Background: an optimization exercise with open tools, aiming at small area, a short achievable clock period and few clock cycles. Do not read the settings as production practice. At most, simulation tests tie the RTL to the original design; equivalence was not proved. Power and IR drop assume default switching activity.

Design ATCONV, start of the top module:
module  ATCONV(
	input		clk,
	input		reset,
	output	reg	busy,
	input		ready,
	output reg	[11:0]	iaddr,
	input signed [12:0]	idata,
	output	reg 	cwr,
	output reg	[11:0]	caddr_wr,
	output reg 	[12:0] 	cdata_wr,
	output	reg 	crd,
	output reg	[11:0] 	caddr_rd,
	input 	[12:0] 	cdata_rd,
	output reg 	csel
	);
Size: about 1,200 cells after synthesis, ~82 I/O pins.
==> module ATCONV, before the edit <==
module  ATCONV(
	input		clk,
	input		reset,
	output	reg	busy,
	input		ready,
	output reg	[11:0]	iaddr,
	input signed [12:0]	idata,
	output	reg 	cwr,
	output reg	[11:0]	caddr_wr,
	output reg 	[12:0] 	cdata_wr,
	output	reg 	crd,
	output reg	[11:0] 	caddr_rd,
	input 	[12:0] 	cdata_rd,
	output reg 	csel
	);
reg        fin;
reg [3:0]  ph;         
reg [5:0]  B;          
reg        ex;         
reg        dup;        
reg [8:0]  D;          
reg [11:0] Ta, Tb;     
reg [12:0] Va, Vb;     
reg [12:0] Xa, Xb;     
reg        colv;       
reg [10:0] pos;        
reg        ov;         
reg [12:0] RD;         
wire ph0 = ph[0];
wire ph1 = ph[1];
wire ph2 = ph[2];
wire ph3 = ph[3];
wire [5:0] x  = iaddr[5:0];
wire [5:0] n  = {x[0], x[5:1] ^ {5{x[0]}}};
wire       n0 = (x == 6'd0) & ~ex;
wire [5:0] n1 = n + 6'd1;
wire       wrap = (x == 6'd1) & ~dup;
wire [5:0] xn = (ex | wrap) ? 6'd0 : dup ? x : {n1[4:0] ^ {5{n1[5]}}, n1[5]};
wire       dupn = ex | ((x == 6'd62) & ~dup);
wire       cv = !n0 && !((x == 6'd63) && !dup) && !B[5];
wire [5:0] B_n = B + {5'd0, ex};
wire [3:0] q   = B[4:1];
wire       p   = B[0];
wire [3:0] qn  = B_n[4:1];
wire [5:0] rtopn = (qn == 4'd0) ? 6'd0 : {qn - 4'd1, 1'b1, B_n[0]};
wire [5:0] rbot  = (q == 4'd15) ? 6'd63 : {q + 4'd1, 1'b0, p};
wire [4:0]  pq = pos[10:7];
wire        pp = pos[6];
wire [5:0]  o  = pos[5:0];
wire [10:0] pn = pos + 11'd1;
wire [4:0]  co = o[4:0] ^ {5{o[5]}};
wire [4:0]  cn = pn[4:0] ^ {5{pn[5]}};
wire        pool = pp | o[5];
wire [11:0] tw = {3'd0, D};
wire [11:0] t4 = {1'b0, D, 2'b00};
wire [12:0] vw = {3'b111, ~D, 1'b0};
wire [12:0] v8 = {D, 4'b0000};
wire [11:0] Ta_n = (ph1 ? 12'd3 : Ta) + (ph2 ? t4 : tw);
wire [12:0] Va_n = (ph0 ? ~{1'b0, Ta} : Va) + (ph0 ? 13'd0 : ph2 ? v8 : vw);
wire [11:0] Tb_n = (ph2 ? 12'd3 : Tb) + (ph3 ? t4 : tw);
wire [12:0] Vb_n = (ph2 ? ~{1'b0, Tb} : Vb) + (ph3 ? v8 : vw);
wire [12:0] so  = ph0 ? Xa + ~{1'b0, Ta} : Xb + ~{1'b0, Tb};
wire [12:0] l0  = so[12] ? 13'd0 : so;
wire        gt  = RD > cdata_wr;
wire [12:0] mx  = gt ? RD : cdata_wr;
wire [12:0] rr  = (RD[3:0] == 4'd0) ? RD : {RD[12:4] + 9'd1, 4'd0};
wire [12:0] rc  = (cdata_wr[3:0] == 4'd0) ? cdata_wr : {cdata_wr[12:4] + 9'd1, 4'd0};
wire [12:0] mr  = gt ? rr : rc;       
wire [12:0] mg  = (pp & o[5]) ? mr : mx;
always @(posedge clk) begin
	D  <= idata[12:4];
	RD <= cdata_rd;
	Ta <= Ta_n;
	Va <= Va_n;
	if (!ph1) begin
		Tb <= Tb_n;
		Vb <= Vb_n;
	end
	if (ph0) Xa <= Va;
	if (ph2) Xb <= Vb;
	cdata_wr <= (ph0 | ph2) ? l0 : mg;
	if (reset) begin
		busy <= 1'b0;
		fin <= 1'b0;
		ph <= 4'b0001;
		B <= 6'd0;
		ex <= 1'b0;
		dup <= 1'b1;
		iaddr <= 12'd0;
		colv <= 1'b0;
		ov <= 1'b0;
		pos <= 11'h7ff;
		cwr <= 1'b0;
		crd <= 1'b0;
	end else begin
		if (ready && !fin) busy <= 1'b1;
		ph <= {ph[2:0], ph[3]};
		case (1'b1)
		ph0: begin
			iaddr[11:6] <= {q, 1'b0, p};
			ov <= colv;
			if (colv) pos <= pn;
			cwr <= colv & ~fin;
			crd <= colv & ~pn[6] & pn[5];
			if (B[5] && n0 && !dup) begin
				busy <= 1'b0;
				fin <= 1'b1;
				cwr <= 1'b0;
				crd <= 1'b0;
			end
		end
		ph1: begin
			iaddr[11:6] <= {q, 1'b1, p};
			cwr <= ov & pool & ~fin;
			crd <= ov & pp;
		end
		ph2: begin
			colv <= cv;
			iaddr[11:6] <= rbot;
			cwr <= ov & ~fin;
			crd <= cv & ~pn[6] & pn[5];
		end
		default: begin
			iaddr <= {rtopn, xn};
			ex <= wrap;
			dup <= dupn;
			B <= B_n;
			cwr <= ov & pool & ~fin;
			crd <= cv & pn[6];
		end
		endcase
	end
end
always @(posedge clk) begin
	case (1'b1)
	ph0: begin
		csel <= 1'b0;
		caddr_wr <= {pn[10:7], 1'b0, pn[6], cn, pn[5]};
		caddr_rd <= {pn[10:7], 1'b1, pn[6], cn, 1'b0};
	end
	ph1: begin
		csel <= 1'b1;
		caddr_wr <= {2'b00, pq, 1'b0, co};
		caddr_rd <= {2'b00, pq, 1'b1, co};
	end
	ph2: begin
		csel <= 1'b0;
		caddr_wr <= {pq, 1'b1, pp, co, o[5]};
		caddr_rd <= {pn[10:7], 1'b0, pn[6], cn, 1'b0};
	end
	default: begin
		csel <= 1'b1;
		caddr_wr <= {2'b00, pq, 1'b1, co};
		caddr_rd <= {2'b00, pn[10:7], 1'b0, cn};
	end
	endcase
end
endmodule
==> flow/config.mk <==
export PLATFORM = sky130hd
export DESIGN_NAME = ATCONV
export DESIGN_NICKNAME = ATCONV
export VERILOG_FILES = /design/flow/design.v
export SDC_FILE = /design/flow/constraint.sdc
export NUM_CORES = 4
export LEC_CHECK = 0
export ABC_CLOCK_PERIOD_IN_PS = 2500
export CAP_MARGIN = 20
export CORE_MARGIN = 2
export CORE_UTILIZATION = 40
export CTS_BUF_LIST = sky130_fd_sc_hd__clkbuf_8
export SETUP_SLACK_MARGIN = 5
export SLEW_MARGIN = 20
==> flow/constraint.sdc <==
create_clock -name core_clock -period 8.0 [get_ports {clk}]
set_input_delay 1.6000 -clock core_clock [delete_from_list [all_inputs] [get_ports {clk}]]
set_output_delay 1.6000 -clock core_clock [all_outputs]
set_load 0.01 [all_outputs]
standard.sh (not shown) runs the stock make flow with config.mk's settings and CLKGATE_MAP_FILE= SYNTH_SCRIPT=/design/flow/synth_recipe.tcl, a recipe that flattens the netlist after the stock synthesis.
==> flow/flow/run.sh <==
#!/bin/bash
set -euo pipefail
export BUFFER_PORTS_ARGS="-buffer_cell sky130_fd_sc_hd__buf_1"
bash standard.sh SETUP_SLACK_MARGIN=5.3 finish > standard.log 2>&1
Next try:
--- a/flow/design.v
+++ b/flow/design.v
@@ -65,7 +65,5 @@
 wire        gt  = RD > cdata_wr;
 wire [12:0] mx  = gt ? RD : cdata_wr;
-wire [12:0] rr  = (RD[3:0] == 4'd0) ? RD : {RD[12:4] + 9'd1, 4'd0};
-wire [12:0] rc  = (cdata_wr[3:0] == 4'd0) ? cdata_wr : {cdata_wr[12:4] + 9'd1, 4'd0};
-wire [12:0] mr  = gt ? rr : rc;       
+wire [12:0] mr  = (mx[3:0] == 4'd0) ? mx : {mx[12:4] + 9'd1, 4'd0};
 wire [12:0] mg  = (pp & o[5]) ? mr : mx;
 always @(posedge clk) begin
Sequential power hardly moves.
Final area decreases by 3.8%.
Synthesized cell count decreases by 2.3%.
Setup slack is better by 0.059 ns.
Core utilization decreases by 0.26 points.
Routed wire length decreases by 6.4%.
Die area decreases by 3.1%.
Sequential share of layout area increases by 0.44 points.
Critical path depth is unchanged.
Count of clock-buffer cells in the layout increases by 1.
Clock power increases by 11%.
Global-route usage decreases by 0.77 points.
Testbench counts after the change, summed over its fixed seeds: cycles 102,972.
Only the layout flow was run in the first run of this note; the RTL was not checked for function there.

==> static timing again, ports no longer ideal <==
No port has a modelled driver above. Below, the same layouts with a new extraction and two added sets of constraints.
Step 1, drivers: a clkbuf_16 drives clk and a buf_2 each remaining input, both assumed.
Step 2 adds t to the input delays and takes it off the output delays; t is the mean of the earliest and latest rising clock arrival at the registers after step 1. Input paths then give back, and output paths get back, about the clock's delay inside the block.
a / b / c = ideal ports / drivers / drivers and shift; a / b = the first two.
run	t, ns	slack for setup (ns)	worst register clock-pin slew, ns	worst slew at a driven data input, ns
the first run	0.514	5.252 / 5.207 / 5.127	0.11 / 0.11	0.03
the second run	0.503	5.312 / 5.272 / 5.341	0.11 / 0.11	0.03
After both steps every run listed still meets setup and hold. For the first run, which loses most, drivers alone change the setup slack by -0.045 ns; drivers and shift together by -0.125 ns.
